This is an optimization exercise on Yosys and OpenROAD, whose aim is small area, a short achievable clock period and few clock cycles per item, not a production implementation.
Function was checked by simulation only, so behaviour that the tests miss may differ from the original.
Power is estimated from default activity; no workload was simulated.

==> flow/design.v, too long to show whole: its modules and the start of the top module <==
// module decision_tree_classifier: 148 lines
module decision_tree_classifier (
    input   wire    clk,
    input   wire    rst,
    input   wire    start,
    input   signed  [31:0]  psd_gamma,
    input   signed  [31:0]  psd_beta,
    input   signed  [31:0]  psd_alpha,
    input   signed  [31:0]  psd_theta,
    input   signed  [31:0]  psd_delta,
    input   signed  [31:0]  peak_amplitude,
    input           [ 7:0]  zero_counter,
    input   signed  [31:0]  dwt_gamma_max,
    input   signed  [31:0]  dwt_gamma_min,
    input   signed  [31:0]  dwt_gamma_mean,
    input   signed  [31:0]  dwt_gamma_sum,
    input   signed  [31:0]  dwt_beta_max,
    input   signed  [31:0]  dwt_beta_min,
    input   signed  [31:0]  dwt_beta_mean,
    input   signed  [31:0]  dwt_beta_sum,
    input   signed  [31:0]  dwt_alpha_max,
    input   signed  [31:0]  dwt_alpha_min,
    input   signed  [31:0]  dwt_alpha_mean,
    input   signed  [31:0]  dwt_alpha_sum,
    input   signed  [31:0]  dwt_theta_max,
    input   signed  [31:0]  dwt_theta_min,
    input   signed  [31:0]  dwt_theta_mean,
    input   signed  [31:0]  dwt_theta_sum,
    input   signed  [31:0]  dwt_delta_max,
    input   signed  [31:0]  dwt_delta_min,
    input   signed  [31:0]  dwt_delta_mean,
    input   signed  [31:0]  dwt_delta_sum,
    output  reg             done,
    output  wire    [3:0]   class_label
);
  // ...
==> flow/flow/run.sh <==
#!/bin/bash
# Own layout flow: the standard ORFS flow and synthesis script, with three changes:
#  - ABC maps the logic with flow/abc.script (delay-targeted map) instead of ORFS's script;
#  - the port buffers are buf_1 instead of buffer_ports' default pick;
#  - the flow's timing repair aims at the setup margin set in flow/opts.sh.
# Each tool's output goes to the ORFS logs (orfs/logs/...) and to standard.log here.
set -euo pipefail
cd "$(dirname "$0")/.."
W=$(pwd)
source flow/opts.sh
cat > my_synth.tcl <<EOT
# synth_recipe.tcl with ABC's script replaced by flow/abc.script
proc abc {args} {
  set i [lsearch -exact \$args -script]
  if {\$i >= 0} { lset args [expr {\$i + 1}] $W/flow/abc.script }
  yosys abc {*}\$args
}
source $W/synth_recipe.tcl
EOT
sed "s#SYNTH_SCRIPT=[^ ]*synth_recipe.tcl#SYNTH_SCRIPT=$W/my_synth.tcl#" standard.sh > my_standard.sh
grep -q "SYNTH_SCRIPT=$W/my_synth.tcl" my_standard.sh
bash my_standard.sh > standard.log 2>&1
==> flow/flow/abc.script <==
strash
balance
rewrite
refactor
balance
rewrite
rewrite -z
balance
refactor -z
rewrite -z
balance
dch
map -D 1200
topo
stime -c
buffer -c
upsize -c
dnsize -c
==> flow/flow/opts.sh <==
export BUFFER_PORTS_ARGS="-buffer_cell sky130_fd_sc_hd__buf_1"
export SETUP_SLACK_MARGIN=9
export SETUP_SLACK_MARGIN=9.6
==> flow/standard.sh <==
#!/bin/bash
# synth_recipe.tcl (not shown) runs the flow's synth.tcl, then flattens the netlist and writes it again
# the make line also repeats each setting of config.mk as NAME=value (left out here)
make -C /OpenROAD-flow-scripts/flow DESIGN_CONFIG=/design/flow/config.mk WORK_HOME=/design/flow/orfs CLKGATE_MAP_FILE= SYNTH_SCRIPT=/design/flow/synth_recipe.tcl "${@:-finish}"
==> flow/config.mk <==
export PLATFORM = sky130hd
export DESIGN_NAME = decision_tree_classifier
export DESIGN_NICKNAME = decision_tree_classifier
export VERILOG_FILES = /design/flow/design.v
export SDC_FILE = /design/flow/constraint.sdc
export NUM_CORES = 4
export LEC_CHECK = 0
export CAP_MARGIN = 20
export CORE_AREA = 5 5 265 265
export CTS_BUF_LIST = sky130_fd_sc_hd__clkbuf_4
export DIE_AREA = 0 0 270 270
export PLACE_DENSITY = 0.6
export SLEW_MARGIN = 20
export SYNTH_MEMORY_MAX_BITS = 65536
==> flow/constraint.sdc <==
create_clock -name core_clock -period 14.0 [get_ports {clk}]
set_input_delay 2.8000 -clock core_clock [delete_from_list [all_inputs] [get_ports {clk}]]
set_output_delay 2.8000 -clock core_clock [all_outputs]
set_load 0.01 [all_outputs]
==> results_dict.tcl, run 1 <==
set metrics [dict create \
    status "finished clean" \
    path_buf_inv 2 \
    path_max_fanout 3 \
    grt_use_met1 0.153 \
    pwr-share-clk 0.097 \
    final.min_clock_period_ns 4.90 \
    worst_slack_ns 9.10 \
    grtUsageTotal 0.126 \
    highest_layer "met5" \
    met3_usage 0.0345 \
    dr.pass1.iters 6 \
    path_class "in2reg" \
    rsz0062_at_grt "true" \
    cp_slowest_cell "or4_4" \
    synth_xor_area_frac 0 \
    yosys.area_share.simple 0.447 \
    drc_errors 0 \
    period_share 0.350 \
    die_y_um 270 \
    ir_worst_vdd_v 0.0000176 \
    multi_input_cells 971 \
    muxShareOfSynthArea 0 \
    internal_power_uw 129 \
    pg_seq_uw 25.6 \
    synth_area_leaders "inv_1 (11%), nor2_1 (11%), nand2_1 (9.2%)" \
    gr-usage-met2 0.218 \
    synth_cell_types 57 \
    multi_input_area_um2 5640 \
    routedWlPerCell_um 18.3 \
    n_all_buffers 688 \
    mostFrequentLayoutCell "buf_1" \
    crit_path_max_incr_delay_ns 0.46 \
    fin_util 0.155 \
    ctsHoldBuffers 0 \
    final_area_um2 10400 \
    avgSynthCellArea_um2 5.17 \
]
Testbench counts, summed over its fixed seeds: cycles 3,200, items 3,200.
==> run 2, diff against run 1 <==
==> flow/flow/opts.sh (replaced) <==
export BUFFER_PORTS_ARGS="-buffer_cell sky130_fd_sc_hd__buf_1"
export SETUP_SLACK_MARGIN=9
export SETUP_SLACK_MARGIN=9.3
==> run 2 against run 1 <==
  * Fmax increased by 1.7%
  * Combinational power about the same
  * Worst setup slack improved by 0.083 ns
  * Area after synthesis unchanged
  * Clock power decreased by 14%
  * Power decreased by 2.4%
  * Critical endpoint is now sub_q2
  * Highest routed layer unchanged
  * Cell count decreased by 0.54%
  * Sequential cell count unchanged
  * Largest cell class unchanged
  * Largest power group unchanged
  * Utilization decreased by 0.30 points
  * First-iteration DRC count decreased by 6.3%
==> results_dict.tcl, run 2 <==
set metrics [dict create \
    status "finished clean" \
    yosysMostFrequentCell "inv_1" \
    seq_area_frac_synth 0.0273 \
    dr.first_iter.drc_count 729 \
    start_util 0.0901 \
    clk_path_buf_depth 2 \
    syn_inst 1171 \
    grt_max_degree 9 \
    rsz0062_at_grt "true" \
    path_class "in2reg" \
    worstSetupStartpointType "input pin" \
    drtAntennaViolNets 0 \
    p_sw_uw 159 \
    cp_slowest_cell "nor4_1" \
    final.min_clock_period_ns 4.82 \
    num_vias 11600 \
    setup_viol 0 \
    synth_common_cells "inv_1 (182), nor2_1 (181), nand2_1 (148)" \
    worst_slack_ns 9.18 \
    die_y_um 270 \
    power_frac_comb 0.826 \
    leakagePower_nw 3.41 \
    min_path_type "in2async" \
    syn_to_final_growth_pct 68.2 \
    portBuffers 668 \
    drive_gt1_frac 0.0569 \
    ys_async_sr_fraction 0.125 \
    yosys.area.top_type "inv_1" \
    end_kind "flop" \
    cts_buffers 3 \
    ys_warn_count 1 \
    routabilityCongestion 0.937 \
    worstMarginPinSlew_ns 1.03 \
    grt_overflow 0 \
    clock-root-buffer "clkbuf_4" \
    dp.cells 2710 \
    ys_ff_latch 8 \
    synth_edf_count 0 \
    synth_cell_types 57 \
    relSlewSlack 0.308 \
    drv_slew 0 \
    dpl.hpwl_um 49100 \
    grt_pass1_vias 11000 \
    p_seq_frac 0.089 \
    pwr-share-clk 0.085 \
    mostFrequentLayoutCell "buf_1" \
    crit_path_frequent_cell "a21oi_1" \
    wirelength_um 53200 \
    pre_cts_ws_ns 8.25 \
    die_w_um 270 \
    synth_top_cell_area_share 0.113 \
    period_share 0.344 \
    max_freq_ghz 0.208 \
    avgSynthCellArea_um2 5.17 \
    grtUsageTotal 0.133 \
    synth.cell_area_um2 6050 \
    routedWlPerCell_um 19.4 \
    powerDensity_nw_per_um2 28.1 \
    coreArea_um2 67200 \
    crit_path_max_incr_delay_ns 0.85 \
    path_max_fanout 3 \
    dr.pass1.iters 5 \
    clkSlewWorstSetupHoldPaths_ns 0.08 \
    crit_chain "buf_1 -> nor4_1 -> nor2_1 -> a21oi_1 -> a21boi_2 -> nand2_1 -> a21oi_1" \
    internal_power_uw 127 \
    via_per_inst 4.22 \
    critical_path_arrival_ns 5.01 \
    final_nets 2690 \
    swShare 0.556 \
    synth_top_flop_cell "dfxtp_1" \
    maxCapViolations 0 \
    drc_errors 0 \
    hold_viol 0 \
    h-tree-depth 1 \
    instances_no_fill 2741 \
    pin_count 848 \
    ir_worst_vdd_v 0.0000113 \
    cts.sinks 8 \
    grt_pass1_wl_um 72200 \
    synth_area_leaders "inv_1 (11%), nor2_1 (11%), nand2_1 (9.2%)" \
    antenna_found_initial 33 \
    cp_data_required_time_ns 14.19 \
    final_cell_mix "buf_1 (660), inv_1 (180), nor2_1 (172)" \
    totalNegativeSetupSlack_ns 0 \
    cts_tree "built" \
    rows 95 \
    dieArea_um2 72900 \
]
run 2: power by group through the flow:
stage	logic [mW]	registers, mW	clock network, mW
2_1_floorplan	0.0883	0.0257	0
3_3_place_gp	0.223	0.0259	0
3_5_place_dp	0.224	0.0259	0
4_1_cts	0.233	0.0254	0.0274
5_1_grt	0.264	0.0255	0.0278
6_report	0.236	0.0254	0.0243
run 2: how the worst max path moves through the flow:
stage	startpoint	endpoint	slack [ns]	cells past startpoint
after floorplan	psd_alpha[20]	sub_q5	9.39	10
after global placement	psd_gamma[25]	sub_q5	8.29	11
after detailed placement	psd_gamma[25]	sub_q5	8.25	11
after CTS	psd_gamma[24]	sub_q2	9.13	13
after global routing	psd_delta[3]	sub_q2	9.08	14
final	dwt_beta_max[28]	sub_q2	9.18	7
run 2: worst max-delay path: cells and delay by family:
kind | cells | cell delay, ns
buffers and inverters | 1 | 0.13
AO/OA/AOI/OAI | 3 | 1.08
AND/OR/NAND/NOR | 3 | 0.99
run 2: final cells by class:
cell class	count	area, um^2
Inverter	189	712
Antenna cell	22	55.1
Timing Repair Buffer	674	2570
Sequential cell	8	165
Multi-Input combinational cell	971	5560
Clock buffer	4	30.0
Fill cell	7893	57000
Tap cell	873	1090
run 2: kinds of logic after synthesis:
| group | after synthesis | share of synthesized area |
|---|---|---|
| compound gates | 379 | 0.402 |
| buf+inv | 194 | 0.122 |
| flops | 8 | 0.0273 |
| other cells | 1 | 0.000619 |
| simple gates | 589 | 0.447 |
run 2: repair_timing:
action                     4_1_cts  5_1_grt
buffers inserted                 3        2
setup endpoints to repair        3        3
resized for setup               61       39
hold buffers                     0        0
pin swaps                       17       22
run 2: metrics by stage:
step | hold slack, ns | total power [mW] | util | instance area (um^2)
finish | 2.30 | 0.286 | 0.152 | 10200
floorplan | 2.53 | 0.114 | - | 6060
global placement | 2.61 | 0.249 | 0.144 | 9640
CTS | 2.27 | 0.286 | 0.148 | 9970
detailed placement | 2.61 | 0.250 | 0.144 | 9640
global route | 2.28 | 0.318 | 0.151 | 10200
run 2: routing by layer:
layer	part of all wire	track usage
met1	0.42	0.164
met2	0.47	0.230
met3	0.081	0.0363
met4	0.024	0.0348
met5	0.0019	0
==> run 3, diff against run 2 <==
==> flow/flow/opts.sh (replaced) <==
export BUFFER_PORTS_ARGS="-buffer_cell sky130_fd_sc_hd__buf_1"
export SETUP_SLACK_MARGIN=9
--- a/flow/config.mk
+++ b/flow/config.mk
@@ -8,5 +8,4 @@
 export CAP_MARGIN = 20
 export CORE_AREA = 5 5 265 265
-export CTS_BUF_LIST = sky130_fd_sc_hd__clkbuf_4
 export DIE_AREA = 0 0 270 270
 export PLACE_DENSITY = 0.6
==> run 3 against run 2 <==
  * Non-clock buffer count decreased by 2
  * Sequential power about the same
  * Fmax decreased by 0.51%
  * Largest power group unchanged
==> results_dict.tcl, run 3 <==
set metrics [dict create \
    avgSynthCellArea_um2 5.17 \
    synth_area_leaders "inv_1 (11%), nor2_1 (11%), nand2_1 (9.2%)" \
    crit_path_max_incr_delay_ns 0.87 \
    synth_common_cells "inv_1 (182), nor2_1 (181), nand2_1 (148)" \
    routabilityCongestion 0.937 \
    path_class "in2reg" \
    leakagePower_nw 3.39 \
    synth_top_cell_area_share 0.113 \
    dieArea_um2 72900 \
    portBuffers 668 \
    fin_util 0.151 \
    min_path_type "in2async" \
    powerDensity_nw_per_um2 30.8 \
    register_area_um2 165 \
    period_share 0.346 \
    max_freq_ghz 0.207 \
    yosysMostFrequentCell "inv_1" \
    mostFrequentLayoutCell "buf_1" \
    start_util 0.0901 \
    drc_errors 0 \
    h-tree-depth 1 \
    crit_chain "buf_1 -> nor4_1 -> nor2_1 -> a21oi_1 -> a21boi_2 -> nand2_1 -> a21oi_1" \
    crit_path_frequent_cell "a21oi_1" \
    ctsHoldBuffers 0 \
    synth_edf_count 0 \
    synth_top_flop_cell "dfxtp_1" \
    clkSlewWorstSetupHoldPaths_ns 0.05 \
    synth_cell_types 57 \
    multi_input_area_um2 5500 \
    yosys.area.top_type "inv_1" \
    ir_worst_vdd_v 0.0000248 \
    worst_slack_ns 9.16 \
    wirelength_um 53200 \
    hold_viol 0 \
    die_w_um 270 \
    pin_count 848 \
    cp_slowest_cell "nor4_1" \
    ys_ff_latch 8 \
    drv_slew 0 \
    final_nets 2688 \
    final.min_clock_period_ns 4.84 \
    routedWlPerCell_um 19.4 \
    drive_gt1_frac 0.0488 \
    status "finished clean" \
    instances_no_fill 2737 \
    clock-root-buffer "clkbuf_16" \
    clk_path_buf_depth 2 \
    ys_warn_count 1 \
    syn_inst 1171 \
    grt_overflow 0 \
    worstMarginPinSlew_ns 1.05 \
    antenna_found_initial 31 \
    final_area_um2 10100 \
    dr.pass1.iters 5 \
    drtAntennaViolNets 0 \
    setup_viol 0 \
    maxCapViolations 0 \
    grt_max_degree 9 \
    totalNegativeSetupSlack_ns 0 \
    grtUsageTotal 0.133 \
    dpl.hpwl_um 49100 \
    seq_area_frac_synth 0.0273 \
    synth.cell_area_um2 6050 \
    cts_tree "built" \
    grt_pass1_wl_um 72200 \
    cts.sinks 8 \
    ys_async_sr_fraction 0.125 \
    num_vias 11600 \
    critical_path_arrival_ns 5.00 \
    via_per_inst 4.23 \
    rsz0062_at_grt "true" \
    relSlewSlack 0.296 \
    pre_cts_ws_ns 8.25 \
    cp_data_required_time_ns 14.16 \
    syn_to_final_growth_pct 67.5 \
    grt_pass1_vias 11000 \
    cts_buffers 3 \
    rows 95 \
    path_max_fanout 3 \
    critical-path-top-delay-family "compound AO/OA/AOI/OAI gates" \
    coreArea_um2 67200 \
    whs_ns 2.35 \
    die_y_um 270 \
    dpl_cell_area_um2 9640 \
    final_cell_mix "buf_1 (666), inv_1 (180), nor2_1 (171)" \
    end_kind "flop" \
    worstSetupStartpointType "input pin" \
    power_uw 312 \
    path_buf_inv 1 \
    nFillCells 7903 \
    dp.cells 2710 \
    dr.first_iter.drc_count 816 \
]
## run 3: changes by cell type in the layout (fill, tap and decap cells not counted), moves of 3 or more
cell       change
clkbuf_4       -4
clkbuf_2       -5
buf_1          +6
clkbuf_16      +3
## run 3: cell type report
cell class | count | area share
timing repair buffer | 672 | 0.251
inverter | 189 | 0.0702
multi-input combinational | 971 | 0.542
clock buffer | 4 | 0.00778
tap | 873 | 0.108
sequential | 8 | 0.0163
antenna | 20 | 0.00494
## run 3: routing by layer
layer | share of wire | wire [um] | track usage | vias to the layer above
met5 | 0.0016 | 86 | 0 | -
met4 | 0.023 | 1230 | 0.0354 | 12
met3 | 0.084 | 4450 | 0.0366 | 66
met2 | 0.48 | 25300 | 0.230 | 640
met1 | 0.42 | 22100 | 0.164 | 5228
li1 | - | - | - | 5643
## run 3: worst paths after layout
path	start	endpoint	depth (start not counted)
max	dwt_beta_max[28]	sub_q2	7
min	rst	done	2
min in group core_clock	start	done	1
max in group asynchronous	rst	done	2
## run 3: repair_timing
action | 4_1_cts | 5_1_grt
endpoints found under the setup margin | 3 | 3
endpoints found under the hold margin | 0 | 0
setup buffers | 1 | 2
resized for setup | 39 | 41
pin swaps | 8 | 21
## run 3: logic make-up after synthesis
kind of cell / synth area share
buffers and inverters: 0.122
AOI/OAI and AO/OA: 0.402
DFF: 0.0273
other: 0.000619
and+or+nand+nor: 0.447
## run 3: power by group
part | switching (mW) | internal [mW]
logic | 0.146 | 0.0879
registers | 0.000726 | 0.0248
clock network | 0.0144 | 0.0383
total | 0.161 | 0.151

==> re-timing with driven ports <==
Ports are ideal in the flow. The routed layouts listed here were re-timed in OpenROAD.
Step 1: set_driving_cell puts a clkbuf_16 on clk and a buf_2 on each other input, an assumption about the parent block.
Step 2, shift: input delay + t, output delay - t, t = (earliest + latest rising clock arrival at the registers) / 2. This alone moves slack from input paths to output paths.
Three values: no drivers, after step 1, after step 2; two values: the first two.
run	shift t [ns]	slack for setup (ns)	hold slack, ns	slew at the worst register clock pin (ns)
run 1	0.336	9.100 / 9.114 / 8.778	2.274 / 2.259 / 2.595	0.12 / 0.12
run 2	0.313	9.183 / 9.188 / 8.875	2.303 / 2.287 / 2.600	0.08 / 0.08
run 3	0.288	9.158 / 9.144 / 8.855	2.354 / 2.329 / 2.617	0.05 / 0.05
After both steps setup and hold are still met in every run listed. For run 1, which loses most, drivers alone change the setup slack by +0.014 ns; drivers and shift together by -0.322 ns.
